Source: an optimization exercise on an open RTL-to-GDS flow (aim: small area, a short achievable clock period and few clock cycles per item). Production flows keep margins and buffers that such runs may drop. No run shown here included a check of the RTL's function; only the layout flow was run. Power figures rest on the tool's default switching activity, not on a simulated workload.

## config.mk

```make
export PLATFORM = sky130hd
export DESIGN_NAME = alu
export DESIGN_NICKNAME = alu
export VERILOG_FILES = /design/flow/design.v
export SDC_FILE = /design/flow/constraint.sdc
export NUM_CORES = 4
export LEC_CHECK = 0
export CAP_MARGIN = 20
export CELL_PAD_IN_SITES_DETAIL_PLACEMENT = 1
export CELL_PAD_IN_SITES_GLOBAL_PLACEMENT = 2
export CORE_MARGIN = 2
export CORE_UTILIZATION = 35
export GPL_ROUTABILITY_DRIVEN = 0
export PLACE_DENSITY = 0.6
export SETUP_SLACK_MARGIN = 1.0
export SLEW_MARGIN = 20
```

## constraint.sdc

```tcl
create_clock -name core_clock -period 5.0 [get_ports {clk}]
set_input_delay 1.0000 -clock core_clock [delete_from_list [all_inputs] [get_ports {clk}]]
set_output_delay 1.0000 -clock core_clock [all_outputs]
set_load 0.01 [all_outputs]
```

## design.v

```verilog
module alu(
        input clk,
        input rst,
        input [2:0] operation,
        input [15:0] srcA_i,
        input [15:0] srcB_i,
        input [15:0] sortNum0_i,
        input [15:0] sortNum1_i,
        input [15:0] sortNum2_i,
        input [15:0] sortNum3_i,
        input [15:0] sortNum4_i,
        input [15:0] sortNum5_i,
        input [15:0] sortNum6_i,
        input [15:0] sortNum7_i,
        input [15:0] sortNum8_i,
        output [15:0] data_o,
        output [15:0] sortNum0_o,
        output [15:0] sortNum1_o,
        output [15:0] sortNum2_o,
        output [15:0] sortNum3_o,
        output [15:0] sortNum4_o,
        output [15:0] sortNum5_o,
        output [15:0] sortNum6_o,
        output [15:0] sortNum7_o,
        output [15:0] sortNum8_o,
        output reg        done
);
localparam [2:0] OP_ADD  = 3'd0;
localparam [2:0] OP_SUB  = 3'd1;
localparam [2:0] OP_MUL  = 3'd2;
localparam [2:0] OP_DIV  = 3'd3;
localparam [2:0] OP_SORT = 3'd4;
wire [15:0] a = srcA_i;
wire [15:0] b = srcB_i;
reg  [3:0]  cnt;
reg  [15:0] H, L, D;
reg  [16:0] E;          
reg         prev;       
reg  [8:0]  cmp;        
reg  [15:0] R;          
reg         fmax, fmin;
reg  [15:0] S [0:8];
assign data_o = {(R[15] & ~fmax) | fmin, (R[14:0] | {15{fmax}}) & ~{15{fmin}}};
assign sortNum0_o = S[0];
assign sortNum1_o = S[1];
assign sortNum2_o = S[2];
assign sortNum3_o = S[3];
assign sortNum4_o = S[4];
assign sortNum5_o = S[5];
assign sortNum6_o = S[6];
assign sortNum7_o = S[7];
assign sortNum8_o = S[8];
wire first = (cnt == 4'd0);
function gt17;
        input [16:0] x;
        input [16:0] y;
        reg   [16:0] g, p;
        reg   [8:0]  g1, p1;
        reg   [4:0]  g2, p2;
        reg   [2:0]  g3, p3;
        integer i;
        begin
                g = x & ~y;
                p = x | ~y;
                for (i = 0; i < 8; i = i + 1) begin
                        g1[i] = g[2*i+1] | (p[2*i+1] & g[2*i]);
                        p1[i] = p[2*i+1] & p[2*i];
                end
                g1[8] = g[16];
                p1[8] = p[16];
                for (i = 0; i < 4; i = i + 1) begin
                        g2[i] = g1[2*i+1] | (p1[2*i+1] & g1[2*i]);
                        p2[i] = p1[2*i+1] & p1[2*i];
                end
                g2[4] = g1[8];
                p2[4] = p1[8];
                for (i = 0; i < 2; i = i + 1) begin
                        g3[i] = g2[2*i+1] | (p2[2*i+1] & g2[2*i]);
                        p3[i] = p2[2*i+1] & p2[2*i];
                end
                g3[2] = g2[4];
                p3[2] = p2[4];
                gt17 = g3[2] | (p3[2] & (g3[1] | (p3[1] & g3[0])));
        end
endfunction
function [15:0] lor16;
        input [15:0] x;
        reg   [15:0] o;
        integer i, l;
        begin
                o = x;
                for (l = 1; l < 16; l = l * 2)
                        for (i = 15; i >= l; i = i - 1)
                                o[i] = o[i] | o[i-l];
                lor16 = {o[14:0], 1'b0};
        end
endfunction
wire        is_sub = operation[0];
wire [15:0] as_r   = a + (b ^ {16{is_sub}}) + {15'd0, is_sub};
wire        as_ov  = ~a[15] & (b[15] ^ ~is_sub) & as_r[15];
wire        as_un  =  a[15] & (b[15] ^  is_sub) & ~as_r[15];
wire [15:0] na   = a ^ lor16(a);              
wire [15:0] m0_h2 = {a[15] & ~(a[14:0] == 15'd0), a[15:1]};    
reg  [15:0] m0_h;                             
reg         m0_o1, m0_o2;                     
always @* begin
        case (b[1:0])
                2'b00: begin m0_h = 16'd0; m0_o1 = 1'b0; m0_o2 = 1'b0; end
                2'b01: begin m0_h = {m0_h2[15], m0_h2[15:1]}; m0_o1 = a[0]; m0_o2 = m0_h2[0]; end
                2'b10: begin m0_h = {na[15], na[15:1]}; m0_o1 = 1'b0; m0_o2 = a[0]; end
                default: begin m0_h = {na[15], na[15], na[15:2]}; m0_o1 = a[0]; m0_o2 = na[1]; end
        endcase
end
reg  [15:0] y1, y2;                                    
wire [2:0]  bq  = first ? b[3:1] : L[3:1];             
wire        n1p = ~bq[1] & bq[0], n1n = bq[1] & ~bq[0];
wire        n2p = ~bq[2] & bq[1], n2n = bq[2] & ~bq[1];
wire        mt0 = H[0] & y1[0];                        
wire        mo1 = H[0] ^ y1[0];                        
wire [15:0] ua  = {1'b0, H[15:1]};
wire [15:0] ub  = {1'b0, y1[15:1]};
wire        uc  = {ua[13:0], mt0} > {~ub[13:0], 1'b0};   
wire        mf  = (ua[14] | ub[14] | uc) & ~(ua[14] & ub[14] & uc);   
wire [15:0] cs_s = ua ^ ub ^ y2;
wire [15:0] cs_c = (ua & ub) | (ua & y2) | (ub & y2);
wire        rnd  = (L[11] & ^L[10:2]) | (L[12] & L[11] & ~^L[10:2]);
wire [4:0]  ql   = {mo1, L[15:12]} + {4'd0, rnd};
wire        mlast = (cnt == 4'd7);
wire        c5   = mlast & rnd & mo1 & (&L[15:12]);
wire [16:0] s2t  = {cs_s, 1'b1} + {cs_c[14:0], mt0, c5};
wire [15:0] s2r  = s2t[16:1];
wire [15:0] s2   = {s2r[15] ^ mf, s2r[14:0]};
wire [15:0] mq   = {s2r[10:0], ql};
wire        sgn  = a[15] ^ b[15];
wire [15:0] am  = a ^ ({16{a[15]}} & lor16(a));      
wire [15:0] bm  = b ^ ({16{b[15]}} & lor16(b));      
wire [15:0] nb  = b ^ {16{b[15]}};
wire [16:0] t3a = {1'b0, nb};
wire [16:0] t3b = {nb, 1'b0};
wire [16:0] t3c = {15'd0, b[15], b[15]};
wire [16:0] bm3 = (t3a ^ t3b ^ t3c) + {((t3a & t3b) | (t3a & t3c) | (t3b & t3c)), 1'b0};
wire        bz    = (b == 16'd0);
wire        b1    = (b == 16'd1) | (b == 16'hffff);
wire        am15  = a[15] & (a[14:0] == 15'd0);                       
wire        am14  = a[14] ^ (a[15] & (a[13:0] != 14'd0));
wire        dv_g1 = am15 & bz;
wire        dv_g2 = ((am15 | am14) & bz) | (am15 & b1);
wire [1:0]  dv_t2 = (am15 & b1) ? 2'b01 : {am15, am14};
wire [16:0] X    = {H, L[15]};
wire        h_gt = H[14:0] > D[14:0];
wire        h_eq = (H[14:0] == D[14:0]);
wire        d_g1 = (H[15] & ~D[15]) | (~(H[15] ^ D[15]) & h_gt);           
wire        d_ms = H[15] & ~D[15] & (h_gt | h_eq);                         
wire        d_ca = X[15:0] > D;
wire        x_gt = X[15:0] > E[15:0];
wire        d_c3 = (X[16] & ~E[16]) | (~(X[16] ^ E[16]) & x_gt);         
wire        d_ch = X[16] & ~E[16] & x_gt;                                 
wire        d_g2 = d_g1 ? (d_ms ? d_ch : d_c3) : d_ca;
wire [14:0] r0   = X[14:0];
wire [14:0] r1   = X[14:0] - D[14:0];
wire [14:0] r2   = X[14:0] - {D[13:0], 1'b0};
wire [14:0] r3   = X[14:0] - E[14:0];
wire        ds0  = ~d_g1 & ~d_g2, ds1 = ~d_g1 & d_g2, ds2 = d_g1 & ~d_g2, ds3 = d_g1 & d_g2;
wire [14:0] rr   = ({15{ds0}} & r0) | ({15{ds1}} & r1) | ({15{ds2}} & r2) | ({15{ds3}} & r3);
wire [15:0] dq  = {L[13:0], d_g1, d_g2};
wire [15:0] orl = lor16({2'b00, L[13:0]});
wire        glo = d_g1 | d_g2;
wire [15:0] d_res = sgn ? {L[13:0] ^ (orl[13:0] | {14{glo}}), d_g1 ^ d_g2, d_g2} : dq;
wire [15:0] xin [0:8];
assign xin[0] = sortNum0_i;
assign xin[1] = sortNum1_i;
assign xin[2] = sortNum2_i;
assign xin[3] = sortNum3_i;
assign xin[4] = sortNum4_i;
assign xin[5] = sortNum5_i;
assign xin[6] = sortNum6_i;
assign xin[7] = sortNum7_i;
assign xin[8] = sortNum8_i;
reg  [7:0]  sidx;
reg  [15:0] sel;
integer u;
always @* begin
        sel = 16'd0;
        for (u = 0; u < 8; u = u + 1)
                sel = sel | (xin[u] & {16{sidx[u]}});
end
reg [8:0] cmp_n;
integer j;
always @* begin
        for (j = 0; j < 9; j = j + 1)
                cmp_n[j] = gt17({sel, 1'b1}, {xin[j], ~(j < cnt)});
end
reg [3:0] ga, gb, gc;       
reg [8:0] slot;
integer k, i1, i2;
always @* begin
        for (k = 0; k < 4; k = k + 1) begin
                ga[k] = (cmp[0] + cmp[1] + cmp[2] == k);
                gb[k] = (cmp[3] + cmp[4] + cmp[5] == k);
                gc[k] = (cmp[6] + cmp[7] + cmp[8] == k);
        end
        slot = 9'd0;
        for (i1 = 0; i1 < 4; i1 = i1 + 1)
                for (i2 = 0; i2 < 4; i2 = i2 + 1)
                        for (k = 0; k < 4; k = k + 1)
                                if (i1 + i2 + k < 9)
                                        slot[i1 + i2 + k] = slot[i1 + i2 + k] | (ga[i1] & gb[i2] & gc[k]);
end
wire last = (operation == OP_MUL)  ? (cnt == 4'd7)  :
            (operation == OP_DIV)  ? (cnt == 4'd12) :
            (operation == OP_SORT) ? (cnt == 4'd8)  : 1'b1;
always @(posedge clk or posedge rst) begin
        if (rst) begin
                cnt  <= 4'd0;
                sidx <= 8'd1;
                done <= 1'b0;
        end else begin
                cnt  <= last ? 4'd0 : cnt + 4'd1;
                sidx <= last ? 8'd1 : {sidx[6:0], sidx[7]};
                done <= last;
        end
end
always @(posedge clk) begin
        cmp <= cmp_n;
        E   <= bm3;
        y1  <= ({16{n1p}} & a) | ({16{n1n}} & na);
        y2  <= ({16{n2p}} & a) | ({16{n2n}} & na);
        case (operation)
        OP_MUL: begin
                if (first) begin
                        H    <= m0_h;
                        L    <= {m0_o2, m0_o1, b[15:2]};
                        prev <= b[1];
                end else begin
                        H    <= {s2[15], s2[15:1]};
                        L    <= {s2[0], mo1, L[15:2]};
                        prev <= L[1];
                end
                D    <= bm;
                R    <= mq;
                fmax <= ~sgn & mq[15];
                fmin <= sgn & ~mq[15];
        end
        OP_DIV: begin
                if (first) begin
                        H <= {13'd0, dv_t2, am[13]};
                        L <= {am[12:0], 1'b0, dv_g1, dv_g2};
                end else begin
                        H <= {rr, L[14]};
                        L <= {L[13:0], d_g1, d_g2};
                end
                prev <= L[1];
                D    <= bm;
                R    <= d_res;
                fmax <= 1'b0;
                fmin <= 1'b0;
        end
        OP_SORT: begin
                H    <= {s2[15], s2[15:1]};
                L    <= {s2[0], mo1, L[15:2]};
                prev <= L[1];
                D    <= sel;
                R    <= as_r;
                fmax <= as_ov;
                fmin <= as_un;
        end
        default: begin
                H    <= {s2[15], s2[15:1]};
                L    <= {s2[0], mo1, L[15:2]};
                prev <= L[1];
                D    <= bm;
                R    <= as_r;
                fmax <= as_ov;
                fmin <= as_un;
        end
        endcase
end
wire [15:0] sdat = first ? sortNum8_i : D;
integer p;
always @(posedge clk)
        if (operation == OP_SORT)
                for (p = 0; p < 9; p = p + 1)
                        if (first | slot[p]) S[p] <= sdat;
endmodule
```

## flow/run.sh

```bash
#!/bin/bash
# The standard layout, except that the port buffers are buf_1 cells
# (buffer_ports would otherwise pick its lowest-drive buffer, a delay cell).
export BUFFER_PORTS_ARGS="-buffer_cell sky130_fd_sc_hd__buf_1"
bash standard.sh > standard.log 2>&1
```

## standard.sh

```bash
#!/bin/bash
# synth_recipe.tcl (not shown) runs the flow's synth.tcl, then flattens the netlist and writes it again
# the make line also repeats each setting of config.mk as NAME=value (left out here)
make -C /OpenROAD-flow-scripts/flow DESIGN_CONFIG=/design/flow/config.mk WORK_HOME=/design/flow/orfs CLKGATE_MAP_FILE= SYNTH_SCRIPT=/design/flow/synth_recipe.tcl "${@:-finish}"
```

==> results.toml, run 1 <==
[outcome]
status = "finished clean"

[worst_setup_path]
startpoint_type = "flip-flop"
end_kind = "flip-flop"
critPathSlowestCell = "dfstp_4"
worst_path_most_repeated_cell = "maj3_2"
worstSetupPathDepth = 11
path_class = "reg2reg"
crit_fanout = 17
worstPathArrival_ns = 4.32
crit_end = "cmp[4]$_DFF_P_"
slowest_delay_ns = 0.77
crit_chain = "a22oi_1, and4_1, a222oi_1, nand4_1, a221oi_1, or3_1, o211ai_1, maj3_2, maj3_2, maj3_2, inv_1"
reg2reg_slack_ns = 1.18
reg2regPathDepth = 11
path_buf_inv = 1
rr_endpoint = "cmp[4]$_DFF_P_"
critical_path_required_ns = 5.50
critPathTopFamily = "compound AO/OA/AOI/OAI gates"
startpoint = "sidx[0]$_DFF_PP1_"
r2r_start = "sidx[0]$_DFF_PP1_"

[logic_synthesis]
synth_fp_nets = 2632
synth_ff_type = "edfxtp_1"
seq_area_frac_synth_pct = 35.3
synth_top_cell_area_share_pct = 21.4
synth_seq_cells = 281
synth_area_leaders = "edfxtp_1, dfxtp_1, ha_1"
synth-edff-count = 144
netlist_area_um2 = 20200
avgSynthCellArea_um2 = 8.84
synth_top_area_cell = "edfxtp_1"
synthCells = 2285
yosysUniqueCellTypes = 76
yosys_warnings = 2
async_flop_share_pct = 4.63

[power]
p_per_area_nw_per_um2 = 563
leakagePower_nw = 9.18
power_mw = 13.4
irDropWorstVdd_mv = 0.396

[global_routing]
grt-ovfl-total = 0
grt_pass1_vias = 19600
grt_max_degree = 74
track_usage_pct = 28.7
grt_pass1_wl_mm = 129
antenna_found_initial = 4

[final_layout]
syn2layout_area_growth_pct = 17.6
nets = 2938
fin_area_um2 = 23800
fillers = 6846
drive_gt1_share_pct = 8.67
mostFrequentLayoutCells = "buf_1, a21oi_1, nand2_1"
layout.cells.non_filler = 3387
fin_util_pct = 41.4
final_common_cell = "buf_1"

[sta]
rsz0062_at_grt = "false"
slew_headroom_pct = 24.7
hold_slack_ns = 0.426
min_period_ns = 3.82
hold_viol_final = 0
finClkSkew_ns = 0.0262
finalWorstSetupSlack_ns = 1.18
drv_slew = 0
period_share_pct = 76.5
finalSetupTns_ns = 0
fmax_ghz = 0.262
setup_viol = 0
worst_pin_slew_ns = 1.13

[floorplan]
io_pins = 342
rows = 88
die_w_um = 244
die_area_um2 = 59700
fp.dieH_um = 244
core_area_um2 = 57400
start_util_pct = 35.2

[min_path]
worstHoldPathType = "in2async"

[drt]
viasPerCell = 5.72
drt-total-wl_mm = 87.4
drtAntennaViolNets = 0
dr.pass1.iters = 7
drt_iter0_drc = 1078
drc_errors = 0
wire_per_inst_um = 25.8
num_vias = 19400

[run]
drv_cap = 0

[clocking]
cts_max_level = 2
cts-buffers-inserted = 35
clkLatencyLatePin_ns = 0.57
cts_tree = "done"
clock_sink_count = 281
clk_pin_slew_worst_paths_ns = 0.07
clock_path_buffers = 3
root_buffer = "clkbuf_16"

[place]
place_ws_ns = 0.526
dp_hpwl_mm = 69.1
io_buffers = 341
placed_cell_area_um2 = 22400
place_inst = 3316
[report_power, final]
part | switching (mW) | internal (mW)
clock network | 1.10 | 1.57
logic | 4.55 | 2.81
registers | 0.461 | 2.88
total | 6.11 | 7.26
[worst min path at each step]
stage                        endpoint  slack [ns]  cells past startpoint
floorplan            cnt[0]$_DFF_PP0_        0.49                      1
global placement     cnt[0]$_DFF_PP0_        0.54                      1
detailed placement   cnt[0]$_DFF_PP0_        0.55                      1
CTS                 sidx[5]$_DFF_PP0_        0.43                      2
global route        sidx[1]$_DFF_PP0_        0.46                      2
finish              sidx[1]$_DFF_PP0_        0.43                      2
[final cells by class]
cell class / instances / area (um^2) / share of cell area [%]
Antenna cell: 4 / 10.0 / 0.0421
Tap cell: 765 / 957 / 4.03
Inverter: 113 / 424 / 1.79
Sequential cell: 281 / 7150 / 30.1
Clock inverter: 19 / 243 / 1.02
Timing Repair Buffer: 420 / 1880 / 7.92
Clock buffer: 45 / 947 / 3.99
Multi-Input combinational cell: 1740 / 12100 / 51.1
[registers in the layout, summed over array words and instances (netlist names)]
register	flops
H	16
sidx	8
y1	16
fmin	1
y2	16
cnt	4
S	144
D	16
done	1
E	17
R	16
L	16
fmax	1
cmp	9
[synth_stat cells, drive strengths merged, types with 44 or more instances]
cell type and count:
xnor2 91, o21ai 153, clkbuf 107, ha 142, dfxtp 124, a21oi 225
edfxtp 144, a21o 52, inv 113, nor2 177, nor3 44, buf 44
a22oi 75, nand2 181, xor2 71
[cell families (layout without fill, tap and decap cells)]
| kind of cell | count (synthesis) | after routing | synth area share [%] |
|---|---|---|---|
| AO/OA/AOI/OAI | 775 | 775 | 24.7 |
| AND/OR/NAND/NOR | 583 | 583 | 13.6 |
| flip-flops | 281 | 281 | 35.3 |
| adder cells (fa/ha/maj) | 206 | 206 | 13.3 |
| multiplexers | 14 | 14 | 0.706 |
| other | 0 | 4 | 0 |
| buffers and inverters | 264 | 597 | 5.40 |
| XOR/XNOR | 162 | 162 | 7.02 |
[per-layer routing]
metal	GRT usage (%)	up-vias	routed length [um]
met2	50.3	585	42600
met4	9.20	2	2820
li1	-	9059	-
met1	36.7	9615	37600
met3	3.45	125	4430
met5	0	-	10
[what timing repair did]
item / 4_1_cts / 5_1_grt
hold endpoints to repair: 0 / 0
setup buffers: 0 / 3
endpoints found under the setup margin: 4 / 28
pin swaps: 0 / 2
hold buffers: 0 / 0
resized for setup: 9 / 32
==> run 2, diff against run 1 <==
--- a/config.mk
+++ b/config.mk
@@ -12,5 +12,5 @@
 export CORE_UTILIZATION = 35
 export GPL_ROUTABILITY_DRIVEN = 0
 export PLACE_DENSITY = 0.6
-export SETUP_SLACK_MARGIN = 1.0
+export SETUP_SLACK_MARGIN = 1.2
 export SLEW_MARGIN = 20
==> run 2 against run 1 <==
Compared with the run above: register-to-register slack better by 0.07 ns; cell area up 0.72%; clock power grew 3%; via count hardly changed; clock-buffer cell count down 4; sequential share of layout area decreased by 0.18 points; synthesized area did not move; critical path type unchanged; critical endpoint is now fmax$_DFF_P_; largest cell class unchanged; highest routed layer is now met4.
==> results.toml, run 2 <==
[place]
io_buffers = 341
dp_hpwl_mm = 69.2
place_inst = 3308
placed_cell_area_um2 = 22400

[logic_synthesis]
synthCells = 2285
synth_top_cell_area_share_pct = 21.4
synth-edff-count = 144
async_flop_share_pct = 4.63
yosys_warnings = 2
synth_seq_cells = 281
synth_common_cells = "a21oi_1, nand2_1, nor2_1, edfxtp_1, ha_1"
synth_most_common_cell = "a21oi_1"
netlist_area_um2 = 20200
synth_ff_type = "edfxtp_1"
synth_area_leaders = "edfxtp_1, dfxtp_1, ha_1"
synth_top_area_cell = "edfxtp_1"
synth_fp_nets = 2632
seq_area_frac_synth_pct = 35.3
avgSynthCellArea_um2 = 8.84
yosysUniqueCellTypes = 76

[worst_setup_path]
rr_endpoint = "fmax$_DFF_P_"
worstPathArrival_ns = 4.25
startpoint_type = "flip-flop"
end_kind = "flip-flop"
critPathSlowestCell = "fa_1"
crit_fanout = 7
slowest_delay_ns = 0.53
path_class = "reg2reg"
crit_chain = "fa_1, ha_1, inv_1, o41ai_2, a21oi_2, o21ai_2, o41a_1, a21oi_1, o21ai_1, xor2_1, buf_4, nand2_1, a2111oi_2, a21o_1"
r2r_start = "H[1]$_DFF_P_"
critical_path_required_ns = 5.50
reg2regPathDepth = 14
reg2reg_slack_ns = 1.25

[global_routing]
grt_max_degree = 41
track_usage_pct = 29.1
grt_pass1_wl_mm = 132
antenna_found_initial = 3
grt-ovfl-total = 0
grt_pass1_vias = 19900

[clocking]
root_buffer = "clkbuf_16"
clk_pin_slew_worst_paths_ns = 0.06
cts-buffers-inserted = 35
cts_max_level = 2
clkLatencyLatePin_ns = 0.56
clock_sink_count = 281
cts_tree = "done"
clock_path_buffers = 3

[sta]
rsz0062_at_grt = "true"
hold_slack_ns = 0.434
worst_pin_slew_ns = 1.09
min_period_ns = 3.75
finalSetupTns_ns = 0
fmax_ghz = 0.266
hold_viol_final = 0
drv_slew = 0
setup_viol = 0
period_share_pct = 75.1
finClkSkew_ns = 0.0213
slew_headroom_pct = 26.9

[final_layout]
drive_gt1_share_pct = 9.44
nets = 2937
final_common_cell = "buf_1"
top_regs = "S x144, E x17"
top_register = "S"
mostFrequentLayoutCells = "buf_1, a21oi_1, nand2_1"
fin_area_um2 = 23900
largest_reg_flops = 144
fillers = 6814
layout.cells.non_filler = 3386
syn2layout_area_growth_pct = 18.4

[drt]
drt_iter0_drc = 1227
drc_errors = 0
drt-total-wl_mm = 88.7
dr.pass1.iters = 5
viasPerCell = 5.72
drtAntennaViolNets = 0
num_vias = 19400
wire_per_inst_um = 26.2

[floorplan]
rows = 88
core_area_um2 = 57400
start_util_pct = 35.2
io_pins = 342
die_area_um2 = 59700
fp.dieH_um = 244
die_w_um = 244

[min_path]
worstHoldPathType = "in2async"

[power]
p_per_area_nw_per_um2 = 576
leakagePower_nw = 9.23
irDropWorstVdd_mv = 0.382

[run]
drv_cap = 0

[outcome]
status = "finished clean"
-- run 2: timing repair --
item,CTS,global route
resized for setup,28,37
setup buffers,7,3
hold buffers,0,0
cloned,0,0
pin swaps,7,4
setup endpoints to repair,33,45
-- run 2: area by class of cell --
| class | count | area [um^2] | area share, % |
|---|---|---|---|
| multi-input cells | 1740 | 12300 | 51.2 |
| flip-flops and latches | 281 | 7160 | 29.9 |
| repair buffers | 419 | 1880 | 7.84 |
| well taps | 765 | 957 | 4.00 |
| clock buffers | 41 | 918 | 3.84 |
| inverters | 113 | 424 | 1.77 |
| clock inverters | 23 | 322 | 1.34 |
| diodes | 4 | 10.0 | 0.0418 |
-- run 2: kinds of logic after synthesis --
group / count (synthesis) / synth area share, %
AOI/OAI and AO/OA: 775 / 24.7
and+or+nand+nor: 583 / 13.6
DFF: 281 / 35.3
buffers and inverters: 264 / 5.40
adders and majority gates: 206 / 13.3
xor gates and xnor gates: 162 / 7.02
muxes: 14 / 0.706
-- run 2: per-layer routing --
metal / up-vias / wire (um) / track usage (%)
li1: 9051 / - / -
met1: 9690 / 38200 / 37.1
met2: 520 / 43400 / 51.4
met3: 116 / 4130 / 3.24
met4: 0 / 2990 / 9.29
met5: - / 0 / 0
-- run 2: critical path: cells and delay by family (launching register included) --
| family | cells | cell delay [ns] |
|---|---|---|
| buffers and inverters | 2 | 0.28 |
| adders and majority gates | 2 | 0.83 |
| xor gates and xnor gates | 1 | 0.24 |
| DFF | 1 | 0.39 |
| and+or+nand+nor | 1 | 0.08 |
| AOI/OAI and AO/OA | 8 | 1.85 |
-- run 2: worst max-delay path by stage --
stage / cells past startpoint / endpoint / start / slack [ns]
global route: 15 / R[14]$_DFF_P_ / H[0]$_DFF_P_ / 1.09
global placement: 14 / H[13]$_DFF_P_ / srcA_i[1] / 0.64
floorplan: 15 / E[16]$_DFF_P_ / srcB_i[15] / 1.20
finish: 14 / fmax$_DFF_P_ / H[1]$_DFF_P_ / 1.25
detailed placement: 14 / H[13]$_DFF_P_ / srcA_i[1] / 0.48
CTS: 14 / R[12]$_DFF_P_ / cnt[2]$_DFF_PP0_ / 1.14
-- run 2: power breakdown --
part	internal (mW)	switching, mW
logic	2.95	4.73
registers	2.88	0.466
clock network	1.66	1.10
total	7.49	6.30
-- run 2: per-stage QoR --
stage | utilization [%] | setup slack, ns | total power, mW
4_1_cts | 41.4 | 1.14 | 13.7
3_3_place_gp | 39.0 | 0.638 | 10.6
6_report | 41.7 | 1.25 | 13.8
2_1_floorplan | - | 1.20 | 8.00
5_1_grt | 41.7 | 1.09 | 14.7
3_5_place_dp | 39.0 | 0.481 | 10.6
==> run 3, diff against run 2 <==
--- a/config.mk
+++ b/config.mk
@@ -12,5 +12,5 @@
 export CORE_UTILIZATION = 35
 export GPL_ROUTABILITY_DRIVEN = 0
 export PLACE_DENSITY = 0.6
-export SETUP_SLACK_MARGIN = 1.2
+export SETUP_SLACK_MARGIN = 1.1
 export SLEW_MARGIN = 20
==> run 3 against run 2 <==
Compared with the run above: cell area fell by 0.27%; first-iteration DRC count fell by 12%; synthesized area did not move; setup slack got worse by 0.018 ns; register-to-register slack got worse by 0.02 ns; sequential power barely moved; core utilization fell by 0.11 points; synthesized cell count did not move; cell count rose by 0.30%; clock-buffer cell count rose by 6; die area did not move.
==> results.toml, run 3 <==
[logic_synthesis]
synth_most_common_cell = "a21oi_1"
synthCells = 2285
synth_top_cell_area_share_pct = 21.4
avgSynthCellArea_um2 = 8.84
async_flop_share_pct = 4.63
synth_common_cells = "a21oi_1, nand2_1, nor2_1, edfxtp_1, ha_1"
synth_seq_cells = 281
synth_area_leaders = "edfxtp_1, dfxtp_1, ha_1"
yosysUniqueCellTypes = 76
netlist_area_um2 = 20200
synth-edff-count = 144
seq_area_frac_synth_pct = 35.3
synth_top_area_cell = "edfxtp_1"
synth_fp_nets = 2632
synth_ff_type = "edfxtp_1"
yosys_warnings = 2

[global_routing]
grt_pass1_vias = 19800
grt_pass1_wl_mm = 130
grt-ovfl-total = 0
track_usage_pct = 28.8
grt_max_degree = 74
antenna_found_initial = 8

[drt]
drtAntennaViolNets = 0
met2WireLength_mm = 42.2
wl_met1_mm = 37.1
dr.pass1.iters = 5
viasPerCell = 5.71
num_vias = 19400
wl_met3_mm = 4.62
drt-total-wl_mm = 87.8
drt_iter0_drc = 1075
wire_per_inst_um = 25.8
drc_errors = 0
top_layer = "met5"

[place]
place_ws_ns = 0.550
io_buffers = 341
place_inst = 3318
placed_cell_area_um2 = 22400
dp_hpwl_mm = 68.9

[clocking]
cts-buffers-inserted = 36
clock_path_buffers = 3
clk_pin_slew_worst_paths_ns = 0.06
cts_tree = "done"
cts_max_level = 2
hold_buffers = 0
root_buffer = "clkbuf_16"
clock_sink_count = 281
clkLatencyLatePin_ns = 0.56

[worst_setup_path]
startpoint_type = "flip-flop"
crit_fanout = 7
worstPathArrival_ns = 4.26
path_class = "reg2reg"
critical_path_required_ns = 5.49
end_kind = "flip-flop"

[power]
power_mw = 13.3
irDropWorstVdd_mv = 0.377
leakagePower_nw = 9.20
p_per_area_nw_per_um2 = 559

[sta]
rsz0062_at_grt = "false"
finalSetupTns_ns = 0
drv_slew = 0
slew_headroom_pct = 28.2
period_share_pct = 75.4
finalWorstSetupSlack_ns = 1.23
hold_viol_final = 0
setup_viol = 0
fmax_ghz = 0.265
min_period_ns = 3.77
worst_pin_slew_ns = 1.07
finClkSkew_ns = 0.0232
hold_slack_ns = 0.453

[floorplan]
io_pins = 342
die_w_um = 244
start_util_pct = 35.2
core_area_um2 = 57400
fp.dieH_um = 244
rows = 88
die_area_um2 = 59700

[final_layout]
largest_reg_flops = 144
top_register = "S"
nets = 2943
fin_util_pct = 41.6
drive_gt1_share_pct = 9.42
final_common_cell = "buf_1"
fin_area_um2 = 23900
top_regs = "S x144, E x17"
layout.cells.non_filler = 3396
syn2layout_area_growth_pct = 18.1
mostFrequentLayoutCells = "buf_1, a21oi_1, nand2_1"

[run]
drv_cap = 0

[outcome]
status = "finished clean"

[min_path]
worstHoldPathType = "in2async"
[run 3: cell counts after synthesis]
Identical to the previous run, type by type.
[run 3: layout make-up]
| type | instances | area [um^2] |
|---|---|---|
| fill | 6827 | 33500 |
| multi-input combinational | 1740 | 12200 |
| sequential | 281 | 7150 |
| timing repair buffer | 424 | 1920 |
| clock buffer | 47 | 1010 |
| tap | 765 | 957 |
| inverter | 113 | 428 |
| clock inverter | 18 | 174 |
| antenna | 8 | 20.0 |
[run 3: worst paths after layout]
kind | start | to | slack (ns) | cells past startpoint
max | H[1]$_DFF_P_ | fmax$_DFF_P_ | 1.23 | 14
min reg2reg | cnt[0]$_DFF_PP0_ | cnt[0]$_DFF_PP0_ | 0.56 | 1
min | rst | done$_DFF_PP0_ | 0.45 | 2
max reg2reg | H[1]$_DFF_P_ | fmax$_DFF_P_ | 1.23 | 14
min in group core_clock | cnt[0]$_DFF_PP0_ | cnt[0]$_DFF_PP0_ | 0.56 | 1
max in group asynchronous | rst | sidx[2]$_DFF_PP0_ | 4.15 | 2
[run 3: kinds of logic (layout without fill, tap and decap cells)]
kind of cell,count (synthesis),count (layout),synth area share (%)
adders and majority gates,206,206,13.3
xor gates and xnor gates,162,162,7.02
and+or+nand+nor,583,583,13.6
DFF,281,281,35.3
buffers and inverters,264,602,5.40
muxes,14,14,0.706
AOI/OAI and AO/OA,775,775,24.7
other,0,8,0
[run 3: worst max-delay path, cell delays in order, from the launching register on]
cell and delay [ns]:
dfxtp_2 0.47, fa_1 0.48, ha_1 0.31, inv_1 0.05, o41ai_2 0.41, a21oi_2 0.17, o21ai_2 0.26, o41a_1 0.23
a21oi_1 0.12, o21ai_1 0.20, xor2_1 0.17, buf_4 0.23, nand2_1 0.08, a2111oi_1 0.41, a21o_1 0.12
[run 3: routing by layer]
metal / up-vias / GRT usage (%)
met5: - / 0
met4: 4 / 12.1
met3: 158 / 4.46
met2: 608 / 49.5
met1: 9567 / 35.9
li1: 9057 / -
[run 3: repair_timing]
action,4_1_cts,5_1_grt
pin swaps,1,7
gates resized for setup,19,39
setup endpoints to repair,16,30
buffers inserted,1,3
[run 3: power by group]
part / total (mW) / leakage [nW] / internal (mW) / switching, mW
logic: 7.37 / 6.11 / 2.86 / 4.52
registers: 3.34 / 2.52 / 2.88 / 0.463
clock network: 2.62 / 0.575 / 1.54 / 1.07
total: 13.3 / 9.20 / 7.28 / 6.05
==> run 4, diff against run 3 <==
--- a/design.v
+++ b/design.v
@@ -111,10 +111,10 @@
                 default: begin m0_h = {na[15], na[15], na[15:2]}; m0_o1 = a[0]; m0_o2 = na[1]; end
         endcase
 end
-reg  [15:0] y1, y2;                                    
+reg         e1p, e1n, e2p, e2n;                        
 wire [2:0]  bq  = first ? b[3:1] : L[3:1];             
-wire        n1p = ~bq[1] & bq[0], n1n = bq[1] & ~bq[0];
-wire        n2p = ~bq[2] & bq[1], n2n = bq[2] & ~bq[1];
+wire [15:0] y1  = ({16{e1p}} & D) | ({16{e1n}} & E[15:0]);
+wire [15:0] y2  = ({16{e2p}} & D) | ({16{e2n}} & E[15:0]);
 wire        mt0 = H[0] & y1[0];                        
 wire        mo1 = H[0] ^ y1[0];                        
 wire [15:0] ua  = {1'b0, H[15:1]};
@@ -222,9 +222,11 @@
 end
 always @(posedge clk) begin
         cmp <= cmp_n;
-        E   <= bm3;
-        y1  <= ({16{n1p}} & a) | ({16{n1n}} & na);
-        y2  <= ({16{n2p}} & a) | ({16{n2n}} & na);
+        E   <= (operation == OP_MUL) ? {1'b0, na} : bm3;
+        e1p <= ~bq[1] & bq[0];
+        e1n <= bq[1] & ~bq[0];
+        e2p <= ~bq[2] & bq[1];
+        e2n <= bq[2] & ~bq[1];
         case (operation)
         OP_MUL: begin
                 if (first) begin
@@ -236,7 +238,7 @@
                         L    <= {s2[0], mo1, L[15:2]};
                         prev <= L[1];
                 end
-                D    <= bm;
+                D    <= a;
                 R    <= mq;
                 fmax <= ~sgn & mq[15];
                 fmin <= sgn & ~mq[15];
@@ -268,7 +270,7 @@
                 H    <= {s2[15], s2[15:1]};
                 L    <= {s2[0], mo1, L[15:2]};
                 prev <= L[1];
-                D    <= bm;
+                D    <= a;
                 R    <= as_r;
                 fmax <= as_ov;
                 fmin <= as_un;
--- a/config.mk
+++ b/config.mk
@@ -12,5 +12,5 @@
 export CORE_UTILIZATION = 35
 export GPL_ROUTABILITY_DRIVEN = 0
 export PLACE_DENSITY = 0.6
-export SETUP_SLACK_MARGIN = 1.1
+export SETUP_SLACK_MARGIN = 1.0
 export SLEW_MARGIN = 20
==> run 4 against run 3 <==
Compared with the run above: synthesized area shrank 3.8%; combinational power up 5.4%; register-to-register slack got worse by 0.23 ns; first-iteration DRC count grew 20%; sequential cell count fell by 28; sequential share of layout area down 1.7 points; clock-buffer cell count is 10 lower; cell area down 2.2%; non-clock buffer count is 19 higher; clock power shrank 15%; setup slack lost 0.25 ns; critical path type is now in2reg; critical endpoint is now cmp[3]$_DFF_P_; largest cell class unchanged; largest power group unchanged.
==> results.toml, run 4 <==
[outcome]
status = "finished clean"

[final_layout]
syn2layout_area_growth_pct = 20.0
mostFrequentLayoutCells = "buf_1, nand2_1, nor2_1"
layout.cells.non_filler = 3312
top_register = "S"
fin_util_pct = 42.4
final_common_cell = "buf_1"
drive_gt1_share_pct = 10.8
top_regs = "S x144, E x17"
fillers = 6472
fin_area_um2 = 23300
largest_reg_flops = 144
nets = 2889

[clocking]
clock_sink_count = 253
hold_buffers = 0
clock_path_buffers = 3
root_buffer = "clkbuf_16"
clk_pin_slew_worst_paths_ns = 0.06
cts-buffers-inserted = 31
cts_tree = "done"
cts_max_level = 1
clkLatencyLatePin_ns = 0.61

[logic_synthesis]
seq_area_frac_synth_pct = 33.8
synth_top_area_cell = "edfxtp_1"
synthCells = 2224
yosysUniqueCellTypes = 75
yosys_warnings = 2
synth_area_leaders = "edfxtp_1, dfxtp_1, ha_1"
synth_most_common_cell = "nand2_1"
synth_ff_type = "edfxtp_1"
synth_top_cell_area_share_pct = 22.2
avgSynthCellArea_um2 = 8.74
synth_common_cells = "nand2_1, o21ai_0, nor2_1, a21oi_1"
synth_seq_cells = 253
synth-edff-count = 144
synth_fp_nets = 2573
netlist_area_um2 = 19400
async_flop_share_pct = 5.14

[drt]
wire_per_inst_um = 26.4
drc_errors = 0
drtAntennaViolNets = 0
wl_met3_mm = 3.85
met2WireLength_mm = 41.6
drt-total-wl_mm = 87.3
viasPerCell = 5.78
top_layer = "met5"
dr.pass1.iters = 5
drt_iter0_drc = 1288
wl_met1_mm = 39.8
num_vias = 19100

[worst_setup_path]
end_kind = "flip-flop"
worstPathArrival_ns = 4.58
crit_fanout = 5
critical_path_required_ns = 5.56
startpoint_type = "primary input"
path_class = "in2reg"

[min_path]
worstHoldPathType = "in2async"

[floorplan]
core_area_um2 = 55000
fp.dieH_um = 240
die_w_um = 240
die_area_um2 = 57500
rows = 86
io_pins = 342
start_util_pct = 35.4

[sta]
fmax_ghz = 0.248
finalSetupTns_ns = 0
rsz0062_at_grt = "true"
period_share_pct = 80.5
min_period_ns = 4.02
drv_slew = 0
worst_pin_slew_ns = 1.14
hold_viol_final = 0
finClkSkew_ns = 0.0377
hold_slack_ns = 0.447
slew_headroom_pct = 23.4
finalWorstSetupSlack_ns = 0.976
setup_viol = 0

[global_routing]
antenna_found_initial = 4
grt-ovfl-total = 0
track_usage_pct = 29.8
grt_max_degree = 47
grt_pass1_wl_mm = 128
grt_pass1_vias = 19400

[power]
power_mw = 13.1
leakagePower_nw = 8.92
p_per_area_nw_per_um2 = 562
p_int_mw = 7.00
p_comb_share_pct = 59.2
clkPwrFrac_pct = 17.1
irDropWorstVdd_mv = 0.317
p_seq_share_pct = 23.7
p_sw_mw = 6.13
switching_share_pct = 46.7

[place]
place_ws_ns = 0.258
place_inst = 3224
io_buffers = 341
placed_cell_area_um2 = 21700
dp_hpwl_mm = 69.5

[run]
drv_cap = 0
-- run 4: critical path, stage by stage --
cell	delay, ns
buf_1	0.18
a22oi_2	0.11
and4_4	0.18
maj3_2	0.31
maj3_2	0.32
maj3_2	0.31
maj3_2	0.31
maj3_2	0.32
maj3_2	0.31
maj3_2	0.30
o311a_1	0.31
maj3_2	0.33
a21boi_2	0.12
maj3_2	0.18
-- run 4: final timing paths --
path | startpoint | to | slack, ns | cells past startpoint
max in group asynchronous | rst | cnt[1]$_DFF_PP0_ | 4.07 | 2
worst min-delay path | rst | sidx[4]$_DFF_PP0_ | 0.45 | 2
worst max-delay path | sortNum0_i[0] | cmp[3]$_DFF_P_ | 0.98 | 14
worst min register to register | cnt[0]$_DFF_PP0_ | cnt[0]$_DFF_PP0_ | 0.50 | 1
worst max register to register | sidx[0]$_DFF_PP1_ | cmp[3]$_DFF_P_ | 1.00 | 13
min in group core_clock | cnt[0]$_DFF_PP0_ | cnt[0]$_DFF_PP0_ | 0.50 | 1
-- run 4: final cells by class --
cell class / instances / area, um^2 / share of cell area [%]
Antenna cell: 4 / 10.0 / 0.0429
Timing Repair Buffer: 443 / 2080 / 8.91
Sequential cell: 253 / 6600 / 28.3
Tap cell: 748 / 936 / 4.01
Clock inverter: 16 / 174 / 0.745
Clock buffer: 37 / 808 / 3.46
Inverter: 114 / 430 / 1.84
Multi-Input combinational cell: 1697 / 12300 / 52.7
-- run 4: cells by family after synthesis --
logic type / count (synthesis) / share of synthesized area, %
mux: 9 / 0.483
flops: 253 / 33.8
buf+inv: 274 / 5.40
fa+ha+maj: 216 / 14.3
xor+xnor: 153 / 6.89
compound gates: 751 / 25.5
simple gates: 568 / 13.7
-- run 4: routing by layer --
layer	vias to the layer above	track usage (%)
li1	8847	-
met1	9644	40.3
met2	540	50.4
met3	98	3.42
met4	2	7.52
met5	-	0
-- run 4: timing repair --
item                       in CTS  in global routing
pin swaps                      15                 34
setup buffers                  17                 14
resized for setup              41                 79
setup endpoints to repair      33                 37
-- run 4: power by group through the flow --
stage	Combinational, mW	Sequential, mW	Clock (mW)
finish	7.77	3.11	2.24
global route	8.47	3.17	2.37
CTS	7.37	3.10	2.30
detailed placement	7.07	3.16	0
global placement	6.91	3.16	0
floorplan	4.85	2.92	0
==> run 5, diff against run 4 <==
--- a/config.mk
+++ b/config.mk
@@ -12,5 +12,5 @@
 export CORE_UTILIZATION = 35
 export GPL_ROUTABILITY_DRIVEN = 0
 export PLACE_DENSITY = 0.6
-export SETUP_SLACK_MARGIN = 1.0
+export SETUP_SLACK_MARGIN = 1.2
 export SLEW_MARGIN = 20
==> run 5 against run 4 <==
Compared with the run above: still clean; synthesized cell count is the same; total power up 1.7%; clock skew is 0.017 ns lower; global-route usage up 0.12 points; clock power barely moved; clock-buffer cell count down 5; cell count increased by 0.27%; combinational power is 2% higher; sequential cell count did not move; worst hold slack better by 0.015 ns.
==> results.toml, run 5 <==
[outcome]
status = "finished clean"

[worst_setup_path]
end_kind = "flip-flop"
path_buf_inv = 0
rr_endpoint = "cmp[3]$_DFF_P_"
critPathTopFamily = "adder cells"
reg2regPathDepth = 13
r2r_start = "sidx[0]$_DFF_PP1_"
path_class = "reg2reg"
worstPathArrival_ns = 4.56
crit_chain = "a22oi_2, and4_4, maj3_2, maj3_2, maj3_2, maj3_2, maj3_2, maj3_2, maj3_2, o311a_1, maj3_2, a21boi_2, maj3_2"
startpoint = "sidx[0]$_DFF_PP1_"
slowest_delay_ns = 0.56
reg2reg_slack_ns = 0.97
worstSetupPathDepth = 13
critical_path_required_ns = 5.53
crit_fanout = 3
critPathSlowestCell = "dfstp_2"
worst_path_most_repeated_cell = "maj3_2"
crit_end = "cmp[3]$_DFF_P_"
startpoint_type = "flip-flop"

[logic_synthesis]
seq_area_frac_synth_pct = 33.8
netlist_area_um2 = 19400
yosys_warnings = 2
synthSimpleGateAreaFrac_pct = 13.7
avgSynthCellArea_um2 = 8.74
synth_fp_nets = 2573
synth_fa_ha_area_share_pct = 14.3
synth_top_area_cell = "edfxtp_1"
yosysUniqueCellTypes = 75
synth_area_leaders = "edfxtp_1, dfxtp_1, ha_1"
synth_compound_area_share_pct = 25.5
synth_top_family_by_area = "compound AO/OA/AOI/OAI gates"
synth_most_common_cell = "nand2_1"
synth_ff_type = "edfxtp_1"
synth-edff-count = 144
synth_seq_cells = 253
async_flop_share_pct = 5.14
synthCells = 2224
synth.mux.area_fraction_pct = 0.483
synth_top_cell_area_share_pct = 22.2
synth-xor-area-share_pct = 6.89
synth_common_cells = "nand2_1, o21ai_0, nor2_1, a21oi_1"

[place]
io_buffers = 341
dp_hpwl_mm = 69.2
place_ws_ns = 0.304

[global_routing]
grt_pass1_wl_mm = 129
grt_pass1_vias = 19500
grt_max_degree = 78
track_usage_pct = 29.9
grt-ovfl-total = 0
antenna_found_initial = 8

[power]
leakagePower_nw = 8.99
p_comb_share_pct = 59.6
power_mw = 13.3
p_int_mw = 7.12
p_seq_share_pct = 23.3
clkPwrFrac_pct = 17.0
irDropWorstVdd_mv = 0.282
p_sw_mw = 6.22
p_per_area_nw_per_um2 = 567
switching_share_pct = 46.7

[final_layout]
final_common_cell = "buf_1"
drive_gt1_share_pct = 12.4
largest_reg_flops = 144
top_register = "S"
top_regs = "S x144, E x17"
syn2layout_area_growth_pct = 21.1
fin_util_pct = 42.8
nets = 2891
mostFrequentLayoutCells = "buf_1, nand2_1, nor2_1"

[clocking]
clock_path_buffers = 3
root_buffer = "clkbuf_16"
clock_sink_count = 253
hold_buffers = 0
clkLatencyLatePin_ns = 0.60
cts_max_level = 1
cts-buffers-inserted = 29
clk_pin_slew_worst_paths_ns = 0.07
cts_tree = "done"

[floorplan]
fp.dieH_um = 240
start_util_pct = 35.4
io_pins = 342
rows = 86
die_w_um = 240
core_area_um2 = 55000
die_area_um2 = 57500

[drt]
drtAntennaViolNets = 0
drc_errors = 0
viasPerCell = 5.85
drt-total-wl_mm = 88.0
drt_iter0_drc = 1521
wire_per_inst_um = 26.5
dr.pass1.iters = 7
num_vias = 19400

[sta]
drv_slew = 0
hold_viol_final = 0
setup_viol = 0
min_period_ns = 4.03
period_share_pct = 80.7
finalWorstSetupSlack_ns = 0.967
rsz0062_at_grt = "true"
worst_pin_slew_ns = 1.12
fmax_ghz = 0.248
finClkSkew_ns = 0.0209
slew_headroom_pct = 25.3
finalSetupTns_ns = 0
hold_slack_ns = 0.462

[run]
drv_cap = 0

[min_path]
worstHoldPathType = "in2async"
[run 5: area by class of cell]
cell class                      instances  area (um^2)
Timing Repair Buffer                  447         2120
Clock inverter                         22          258
Inverter                              114          428
Clock buffer                           32          737
Tap cell                              748          936
Fill cell                            6480        31400
Antenna cell                            8         20.0
Sequential cell                       253         6590
Multi-Input combinational cell       1697        12500
[run 5: routing by layer]
layer	wire length, um	share of wire (%)	global-route usage (%)
met3	4450	5.1	2.98
met1	39800	45	41.1
met4	2030	2.3	7.14
met2	41700	47	50.4
met5	28	0.032	0
[run 5: power groups by stage]
| stage | Clock [mW] | Combinational, mW | Sequential (mW) |
|---|---|---|---|
| 2_1_floorplan | 0 | 4.87 | 2.92 |
| 3_3_place_gp | 0 | 6.97 | 3.15 |
| 3_5_place_dp | 0 | 7.09 | 3.15 |
| 4_1_cts | 2.32 | 7.38 | 3.11 |
| 5_1_grt | 2.39 | 8.69 | 3.15 |
| 6_report | 2.27 | 7.96 | 3.11 |
[run 5: worst min-delay path by stage]
stage | from | end | cells past startpoint
after floorplan | L[3]$_DFF_P_ | e2p$_DFF_P_ | 1
after global placement | L[3]$_DFF_P_ | e2p$_DFF_P_ | 1
after detailed placement | L[3]$_DFF_P_ | e2p$_DFF_P_ | 1
after CTS | rst | sidx[2]$_DFF_PP0_ | 2
after global routing | rst | sidx[1]$_DFF_PP0_ | 2
final | rst | cnt[3]$_DFF_PP0_ | 2
[run 5: metrics by stage]
step,instance area (um^2),std cells
4_1_cts,23100,3302
6_report,23500,3321
5_1_grt,23500,3319
3_3_place_gp,21700,3225
3_5_place_dp,21700,3225
2_1_floorplan,19600,2224
[run 5: worst register-to-register path, stage by stage (launching register included)]
cell and delay, ns:
dfstp_2 0.56, a22oi_2 0.08, and4_4 0.20, maj3_2 0.31
maj3_2 0.31, maj3_2 0.31, maj3_2 0.31, maj3_2 0.31
maj3_2 0.31, maj3_2 0.30, o311a_1 0.32, maj3_2 0.33
a21boi_2 0.14, maj3_2 0.19
[run 5: what timing repair did]
action | CTS | global route
buffers inserted | 23 | 11
pin swaps | 27 | 48
gates resized for setup | 65 | 84
setup endpoints to repair | 43 | 40
[run 5: logic make-up (layout without fill, tap and decap cells)]
| kind of cell | Yosys count | after routing |
|---|---|---|
| buffers and inverters | 274 | 615 |
| flip-flops | 253 | 253 |
| AO/OA/AOI/OAI | 751 | 751 |
| multiplexers | 9 | 9 |
| adder cells (fa/ha/maj) | 216 | 216 |
| AND/OR/NAND/NOR | 568 | 568 |
| XOR/XNOR | 153 | 153 |
| other | 0 | 8 |
==> run 6, diff against run 5 <==
--- a/design.v
+++ b/design.v
@@ -33,7 +33,7 @@
 wire [15:0] a = srcA_i;
 wire [15:0] b = srcB_i;
 reg  [3:0]  cnt;
-reg  [15:0] H, L, D;
+reg  [15:0] Hm, Hd, L, D;    
 reg  [16:0] E;          
 reg         prev;       
 reg  [8:0]  cmp;        
@@ -115,9 +115,9 @@
 wire [2:0]  bq  = first ? b[3:1] : L[3:1];             
 wire [15:0] y1  = ({16{e1p}} & D) | ({16{e1n}} & E[15:0]);
 wire [15:0] y2  = ({16{e2p}} & D) | ({16{e2n}} & E[15:0]);
-wire        mt0 = H[0] & y1[0];                        
-wire        mo1 = H[0] ^ y1[0];                        
-wire [15:0] ua  = {1'b0, H[15:1]};
+wire        mt0 = Hm[0] & y1[0];                        
+wire        mo1 = Hm[0] ^ y1[0];                        
+wire [15:0] ua  = {1'b0, Hm[15:1]};
 wire [15:0] ub  = {1'b0, y1[15:1]};
 wire        uc  = {ua[13:0], mt0} > {~ub[13:0], 1'b0};   
 wire        mf  = (ua[14] | ub[14] | uc) & ~(ua[14] & ub[14] & uc);   
@@ -141,16 +141,15 @@
 wire [16:0] bm3 = (t3a ^ t3b ^ t3c) + {((t3a & t3b) | (t3a & t3c) | (t3b & t3c)), 1'b0};
 wire        bz    = (b == 16'd0);
 wire        b1    = (b == 16'd1) | (b == 16'hffff);
-wire        am15  = a[15] & (a[14:0] == 15'd0);                       
-wire        am14  = a[14] ^ (a[15] & (a[13:0] != 14'd0));
-wire        dv_g1 = am15 & bz;
-wire        dv_g2 = ((am15 | am14) & bz) | (am15 & b1);
-wire [1:0]  dv_t2 = (am15 & b1) ? 2'b01 : {am15, am14};
-wire [16:0] X    = {H, L[15]};
-wire        h_gt = H[14:0] > D[14:0];
-wire        h_eq = (H[14:0] == D[14:0]);
-wire        d_g1 = (H[15] & ~D[15]) | (~(H[15] ^ D[15]) & h_gt);           
-wire        d_ms = H[15] & ~D[15] & (h_gt | h_eq);                         
+wire        dv_g1 = am[15] & bz;
+wire [1:0]  dv_t1 = {am[15], am[14]};
+wire        dv_g2 = ((dv_t1 != 2'd0) & bz) | (dv_t1[1] & b1);
+wire [1:0]  dv_t2 = (dv_g2 & b1) ? dv_t1 - 2'd1 : dv_t1;
+wire [16:0] X    = {Hd, L[15]};
+wire        h_gt = Hd[14:0] > D[14:0];
+wire        h_eq = (Hd[14:0] == D[14:0]);
+wire        d_g1 = (Hd[15] & ~D[15]) | (~(Hd[15] ^ D[15]) & h_gt);           
+wire        d_ms = Hd[15] & ~D[15] & (h_gt | h_eq);                         
 wire        d_ca = X[15:0] > D;
 wire        x_gt = X[15:0] > E[15:0];
 wire        d_c3 = (X[16] & ~E[16]) | (~(X[16] ^ E[16]) & x_gt);         
@@ -176,13 +175,12 @@
 assign xin[6] = sortNum6_i;
 assign xin[7] = sortNum7_i;
 assign xin[8] = sortNum8_i;
-reg  [7:0]  sidx;
 reg  [15:0] sel;
 integer u;
 always @* begin
         sel = 16'd0;
         for (u = 0; u < 8; u = u + 1)
-                sel = sel | (xin[u] & {16{sidx[u]}});
+                sel = sel | (xin[u] & {16{cnt[2:0] == u}});
 end
 reg [8:0] cmp_n;
 integer j;
@@ -212,15 +210,15 @@
 always @(posedge clk or posedge rst) begin
         if (rst) begin
                 cnt  <= 4'd0;
-                sidx <= 8'd1;
                 done <= 1'b0;
         end else begin
                 cnt  <= last ? 4'd0 : cnt + 4'd1;
-                sidx <= last ? 8'd1 : {sidx[6:0], sidx[7]};
                 done <= last;
         end
 end
 always @(posedge clk) begin
+        Hm  <= first ? m0_h : {s2[15], s2[15:1]};
+        Hd  <= first ? {13'd0, dv_t2, am[13]} : {rr, L[14]};
         cmp <= cmp_n;
         E   <= (operation == OP_MUL) ? {1'b0, na} : bm3;
         e1p <= ~bq[1] & bq[0];
@@ -230,11 +228,9 @@
         case (operation)
         OP_MUL: begin
                 if (first) begin
-                        H    <= m0_h;
                         L    <= {m0_o2, m0_o1, b[15:2]};
                         prev <= b[1];
                 end else begin
-                        H    <= {s2[15], s2[15:1]};
                         L    <= {s2[0], mo1, L[15:2]};
                         prev <= L[1];
                 end
@@ -245,10 +241,8 @@
         end
         OP_DIV: begin
                 if (first) begin
-                        H <= {13'd0, dv_t2, am[13]};
                         L <= {am[12:0], 1'b0, dv_g1, dv_g2};
                 end else begin
-                        H <= {rr, L[14]};
                         L <= {L[13:0], d_g1, d_g2};
                 end
                 prev <= L[1];
@@ -258,7 +252,6 @@
                 fmin <= 1'b0;
         end
         OP_SORT: begin
-                H    <= {s2[15], s2[15:1]};
                 L    <= {s2[0], mo1, L[15:2]};
                 prev <= L[1];
                 D    <= sel;
@@ -267,7 +260,6 @@
                 fmin <= as_un;
         end
         default: begin
-                H    <= {s2[15], s2[15:1]};
                 L    <= {s2[0], mo1, L[15:2]};
                 prev <= L[1];
                 D    <= a;
==> run 6 against run 5 <==
Compared with the run above: cell area increased by 5.4%; largest power group unchanged; critical endpoint unchanged; sequential cell count increased by 7; critical path depth increased by 5.
==> results.toml, run 6 <==
[outcome]
status = "finished clean"

[power]
power_mw = 11.1
p_per_area_nw_per_um2 = 448
irDropWorstVdd_mv = 0.510
leakagePower_nw = 9.82

[global_routing]
grt-ovfl-total = 0
track_usage_pct = 30.2
antenna_found_initial = 11
grt_pass1_vias = 20100
grt_max_degree = 68
grt_use_met3_pct = 4.04
use_met2_pct = 52.1
grt_pass1_wl_mm = 131
grt-busiest-layer = "met2"
use_met1_pct = 38.7

[final_layout]
drive_gt1_share_pct = 15.3
nets = 3002
top_register = "S"
fillers = 6549
mostFrequentLayoutCells = "buf_1, nand2_1, nor2_1"
fin_area_um2 = 24800
syn2layout_area_growth_pct = 27.2
fin_util_pct = 45.0
final-seq-area_um2 = 6690
multi_input_area_um2 = 12600
final_common_cell = "buf_1"
largest_reg_flops = 144
top_regs = "S x144, E x17"

[worst_setup_path]
critPathSlowestCell = "dfrtp_2"
end_kind = "flip-flop"
critical_path_required_ns = 5.48
path_class = "reg2reg"
crit_chain = "buf_6, ha_4, ha_4, buf_12, a22oi_2, o211ai_1, nor2_2, buf_4, buf_4, o221ai_2, a31oi_4, maj3_2, a21oi_2, or3_4, a32oi_2, a311oi_2, o311a_1, maj3_2"
worstPathArrival_ns = 4.39
crit_fanout = 3
slowest_delay_ns = 0.41
startpoint_type = "flip-flop"

[floorplan]
rows = 86
io_pins = 342
start_util_pct = 35.4
die_area_um2 = 57700
fp.dieH_um = 240
die_w_um = 240
core_area_um2 = 55100

[clocking]
clk_pin_slew_worst_paths_ns = 0.06
clock_sink_count = 260
cts-buffers-inserted = 31
cts_max_level = 1
clock_path_buffers = 3
root_buffer = "clkbuf_16"
clkLatencyLatePin_ns = 0.61
cts_tree = "done"

[logic_synthesis]
synth_ff_type = "edfxtp_1"
synth_top_area_cell = "edfxtp_1"
synth_most_common_cell = "nand2_1"
netlist_area_um2 = 19500
synth_fp_nets = 2580
synth_area_leaders = "edfxtp_1, dfxtp_1, ha_1"
synth_common_cells = "nand2_1, nor2_1, a21oi_1, o21ai_0, ha_1"
synthCells = 2226
async_flop_share_pct = 1.92
avgSynthCellArea_um2 = 8.77
synth-edff-count = 144
synth_seq_cells = 260
yosys_warnings = 2
synth_top_cell_area_share_pct = 22.2
yosysUniqueCellTypes = 76
seq_area_frac_synth_pct = 34.2

[sta]
rsz0062_at_grt = "true"
min_period_ns = 3.91
setup_viol = 0
fmax_ghz = 0.256
worst_pin_slew_ns = 1.11
hold_viol_final = 0
slew_headroom_pct = 25.7
finClkSkew_ns = 0.0234
drv_slew = 0
period_share_pct = 78.2
finalSetupTns_ns = 0

[run]
drv_cap = 0

[drt]
num_vias = 19900
drt_iter0_drc = 1525
drt-total-wl_mm = 90.5
drc_errors = 0
viasPerCell = 5.79
wire_per_inst_um = 26.4
dr.pass1.iters = 8
drtAntennaViolNets = 0

[place]
dp_hpwl_mm = 70.4
io_buffers = 341
placed_cell_area_um2 = 21900

[min_path]
worstHoldPathType = "in2async"
[run 6: cell count changes in the layout (fill, tap and decap cells not counted), sizes merged, moves of 18 or more]
cell	previous run	this run
buf	445	533
a22oi	91	22
a222oi	5	45
nor2	160	183
nor3	33	56
maj3	48	29
a211oi	12	30
[run 6: critical path, delay by kind of cell (launching register included)]
| kind | cells | cell delay [ns] |
|---|---|---|
| AND/OR/NAND/NOR | 2 | 0.54 |
| buffers and inverters | 4 | 0.48 |
| AO/OA/AOI/OAI | 8 | 1.44 |
| flip-flops | 1 | 0.41 |
| adder cells (fa/ha/maj) | 4 | 0.91 |
[run 6: final timing paths]
path | start | end | slack, ns | cells past startpoint
worst max-delay path | cnt[0]$_DFF_PP0_ | cmp[3]$_DFF_P_ | 1.09 | 18
worst min-delay path | rst | cnt[0]$_DFF_PP0_ | 0.28 | 2
worst max register to register | cnt[0]$_DFF_PP0_ | cmp[3]$_DFF_P_ | 1.09 | 18
worst min register to register | L[1]$_DFF_P_ | e1p$_DFF_P_ | 0.58 | 2
max in group asynchronous | rst | cnt[1]$_DFF_PP0_ | 4.53 | 2
min in group core_clock | L[1]$_DFF_P_ | e1p$_DFF_P_ | 0.58 | 2
[run 6: through the flow]
stage                     hold WS [ns]  setup WS, ns  std cells
final                            0.277          1.09       3430
after global routing             0.284         0.915       3424
after CTS                        0.268          1.09       3379
after detailed placement         0.563         0.252       3259
after global placement           0.537         0.372       3259
after floorplan                  0.493         0.360       2226
[run 6: where the power goes]
part	internal [mW]	total, mW	switching [mW]
Combinational	2.29	5.74	3.45
Sequential	2.66	3.00	0.342
Clock	1.39	2.37	0.982
[run 6: cells by family (layout without fill, tap and decap cells)]
family,Yosys count,after routing,share of synthesized area (%)
AOI/OAI and AO/OA,737,737,25.6
xor gates and xnor gates,157,157,7.05
adders and majority gates,202,202,13.5
buffers and inverters,270,717,5.35
DFF,260,260,34.2
muxes,13,13,0.693
other,0,9,0
and+or+nand+nor,587,587,13.6
[run 6: metal layers]
layer  up-vias  part of all wire [%]
met5         -                 0.061
met4         8                   3.5
li1       9140                     -
met3       156                   6.4
met2       685                    48
met1      9862                    42
[run 6: area by class of cell]
cell class | count | share of cell area [%]
repair buffers | 539 | 12.1
multi-input cells | 1696 | 50.9
clock inverters | 17 | 0.782
flip-flops and latches | 260 | 27.0
clock buffers | 41 | 3.52
well taps | 748 | 3.77
diodes | 9 | 0.0908
inverters | 120 | 1.84
[run 6: timing repair]
action	CTS	global route
hold endpoints to repair	0	0
gates cloned	3	2
hold buffers	0	0
setup buffers	59	40
setup endpoints to repair	46	42
gates resized for setup	114	116
pin swaps	48	98
==> run 7, diff against run 6 <==
--- a/config.mk
+++ b/config.mk
@@ -12,5 +12,5 @@
 export CORE_UTILIZATION = 35
 export GPL_ROUTABILITY_DRIVEN = 0
 export PLACE_DENSITY = 0.6
-export SETUP_SLACK_MARGIN = 1.2
+export SETUP_SLACK_MARGIN = 1.0
 export SLEW_MARGIN = 20
==> run 7 against run 6 <==
Compared with the run above: total power is 5.2% lower; sequential cell count unchanged; cell area fell by 4.3%; highest routed layer unchanged; clock skew decreased by 0.0074 ns.
==> results.toml, run 7 <==
[worst_setup_path]
path_buf_inv = 1
crit_chain = "ha_4, ha_2, buf_12, a22oi_2, nand2_2, o41ai_2, o221ai_2, a31oi_4, maj3_2, a21oi_1, or3_1, a32oi_2, a311oi_2, o311a_1, maj3_1"
critPathSlowestCell = "dfrtp_2"
critPathTopFamily = "compound AO/OA/AOI/OAI gates"
path_class = "reg2reg"
critical_path_required_ns = 5.45
worstPathArrival_ns = 4.44
worstSetupPathDepth = 15
startpoint = "cnt[0]$_DFF_PP0_"
crit_end = "cmp[3]$_DFF_P_"
r2r_start = "cnt[0]$_DFF_PP0_"
slowest_delay_ns = 0.45
rr_endpoint = "cmp[3]$_DFF_P_"
end_kind = "flip-flop"
crit_fanout = 17
reg2regPathDepth = 15
reg2reg_slack_ns = 1.01
startpoint_type = "flip-flop"

[power]
p_per_area_nw_per_um2 = 444
irDropWorstVdd_mv = 0.613
leakagePower_nw = 9.35

[logic_synthesis]
synth_top_cell_area_share_pct = 22.2
synth-edff-count = 144
seq_area_frac_synth_pct = 34.2
async_flop_share_pct = 1.92
synth_top_area_cell = "edfxtp_1"
synth_most_common_cell = "nand2_1"
synth_seq_cells = 260
avgSynthCellArea_um2 = 8.77
synth_fp_nets = 2580
synth_ff_type = "edfxtp_1"
synth_area_leaders = "edfxtp_1, dfxtp_1, ha_1"
yosysUniqueCellTypes = 76
synth_common_cells = "nand2_1, nor2_1, a21oi_1, o21ai_0, ha_1"
netlist_area_um2 = 19500
synthCells = 2226
yosys_warnings = 2

[clocking]
clock_sink_count = 260
clkLatencyLatePin_ns = 0.58
cts-buffers-inserted = 30
clk_pin_slew_worst_paths_ns = 0.06
cts_max_level = 1
root_buffer = "clkbuf_16"
clock_path_buffers = 3
hold_buffers = 0
cts_tree = "done"

[sta]
hold_viol_final = 0
slew_headroom_pct = 31.8
setup_viol = 0
min_period_ns = 3.99
period_share_pct = 79.7
drv_slew = 0
finClkSkew_ns = 0.0161
fmax_ghz = 0.251
finalSetupTns_ns = 0
worst_pin_slew_ns = 1.01
rsz0062_at_grt = "true"

[floorplan]
die_w_um = 240
die_area_um2 = 57700
rows = 86
core_area_um2 = 55100
start_util_pct = 35.4
fp.dieH_um = 240
io_pins = 342

[final_layout]
largest_reg_flops = 144
drive_gt1_share_pct = 10.8
top_regs = "S x144, E x17"
nets = 2932
mostFrequentLayoutCells = "buf_1, nand2_1, nor2_1"
syn2layout_area_growth_pct = 21.7
fin_util_pct = 43.1
final_common_cell = "buf_1"
top_register = "S"

[drt]
drt_iter0_drc = 1387
drtAntennaViolNets = 0
num_vias = 19600
drt-total-wl_mm = 87.8
dr.pass1.iters = 6
viasPerCell = 5.82
wire_per_inst_um = 26.1
drc_errors = 0

[global_routing]
grt_pass1_vias = 19500
grt-ovfl-total = 0
grt-busiest-layer = "met2"
antenna_found_initial = 9
use_met1_pct = 38.5
grt_pass1_wl_mm = 127
use_met2_pct = 50.2
track_usage_pct = 29.4
grt_max_degree = 57
grt_use_met3_pct = 3.72

[outcome]
status = "finished clean"

[place]
dp_hpwl_mm = 70.5
io_buffers = 341

[run]
drv_cap = 0

[min_path]
worstHoldPathType = "in2async"
[run 7: cell counts after synthesis]
Identical to the previous run, type by type.
[run 7: area by class of cell]
cell class	count	area, um^2
Fill cell	6548	31300
Multi-Input combinational cell	1696	12300
Sequential cell	260	6680
Timing Repair Buffer	470	2340
Tap cell	748	936
Clock buffer	43	870
Inverter	120	450
Clock inverter	12	175
Antenna cell	12	30.0
[run 7: worst reg2reg max path: stages, from the launching register on]
cell and delay (ns):
dfrtp_2 0.45, ha_4 0.18, ha_2 0.18, buf_12 0.16, a22oi_2 0.29, nand2_2 0.14, o41ai_2 0.34, o221ai_2 0.20
a31oi_4 0.24, maj3_2 0.21, a21oi_1 0.04, or3_1 0.33, a32oi_2 0.24, a311oi_2 0.08, o311a_1 0.41, maj3_1 0.37
[run 7: where the power goes]
| group | switching, mW | total (mW) | internal [mW] |
|---|---|---|---|
| clock | 0.925 | 2.30 | 1.37 |
| sequential | 0.329 | 2.99 | 2.66 |
| combinational | 3.26 | 5.26 | 2.00 |
[run 7: how the worst min path moves through the flow]
stage | from | endpoint | slack [ns] | depth (start not counted)
detailed placement | L[4]$_DFF_P_ | L[2]$_DFF_P_ | 0.57 | 2
global placement | cnt[0]$_DFF_PP0_ | cnt[0]$_DFF_PP0_ | 0.54 | 1
global route | rst | done$_DFF_PP0_ | 0.29 | 2
floorplan | L[1]$_DFF_P_ | e1p$_DFF_P_ | 0.50 | 2
CTS | rst | done$_DFF_PP0_ | 0.26 | 2
finish | rst | done$_DFF_PP0_ | 0.28 | 2
[run 7: cells by family after synthesis]
kind of cell             count (synthesis)  synth area share (%)
buffers and inverters                  270                  5.35
XOR/XNOR                               157                  7.05
adder cells (fa/ha/maj)                202                  13.5
flip-flops                             260                  34.2
AO/OA/AOI/OAI                          737                  25.6
multiplexers                            13                 0.693
AND/OR/NAND/NOR                        587                  13.6
[run 7: what timing repair did]
item                       4_1_cts  5_1_grt
setup endpoints to repair       34       38
cloned                           0        1
resized for setup               39       83
setup buffers                    3       32
pin swaps                       10       32
[run 7: through the flow]
stage          power (mW)  worst slack (ns)  hold WS [ns]  area (um^2)  std cells
4_1_cts              10.4             0.937         0.262        23100       3314
2_1_floorplan        6.11             0.360         0.495        19600       2226
3_3_place_gp         7.87             0.347         0.540        21900       3255
3_5_place_dp         7.97             0.301         0.573        21900       3256
5_1_grt              11.2             0.795         0.293        23700       3352
6_report             10.5              1.01         0.279        23800       3361
[run 7: metal layers]
metal	part of all wire [%]	up-vias
li1	-	9008
met1	43	9761
met2	48	658
met3	6.1	128
met4	3.1	4
met5	0.031	-

what the ideal ports hide:
The results above use ideal ports. As a check the final layouts listed here were re-extracted and re-timed, cells and wires unchanged. Step 1 (the two cells are an assumption about what drives the block):
set clk [get_ports {clk}]
set_driving_cell -lib_cell sky130_fd_sc_hd__clkbuf_16 $clk
set_driving_cell -lib_cell sky130_fd_sc_hd__buf_2 [delete_from_list [all_inputs] $clk]
Step 2 times the ports against the registers' clock, not the clock port: input delays grow and output delays shrink by t, the midpoint of the rising clock arrivals with the driver on. Three values: ideal ports, drivers, drivers and shift; two values: the first two.
run | t, ns | slack for setup (ns) | hold WS [ns] | slew at the worst register clock pin (ns) | worst slew at a driven data input, ns
run 1 | 0.616 | 1.177 / 1.177 / 0.639 | 0.426 / 0.388 / 0.549 | 0.07 / 0.07 | 0.09
run 2 | 0.613 | 1.247 / 1.247 / 0.743 | 0.434 / 0.393 / 0.559 | 0.06 / 0.06 | 0.09
run 3 | 0.613 | 1.229 / 1.229 / 0.765 | 0.453 / 0.407 / 0.563 | 0.06 / 0.06 | 0.09
run 4 | 0.657 | 0.976 / 1.002 / 0.356 | 0.447 / 0.406 / 0.497 | 0.07 / 0.07 | 0.09
run 5 | 0.651 | 0.967 / 0.967 / 0.341 | 0.462 / 0.420 / 0.516 | 0.07 / 0.07 | 0.09
run 6 | 0.655 | 1.089 / 1.089 / 0.441 | 0.277 / 0.246 / 0.582 | 0.07 / 0.07 | 0.12
run 7 | 0.633 | 1.014 / 1.014 / 0.415 | 0.279 / 0.242 / 0.532 | 0.06 / 0.06 | 0.12
After both steps every run listed still meets setup and hold. For run 6, which loses most, drivers alone change the setup slack by 0.000 ns; drivers and shift together by -0.648 ns.
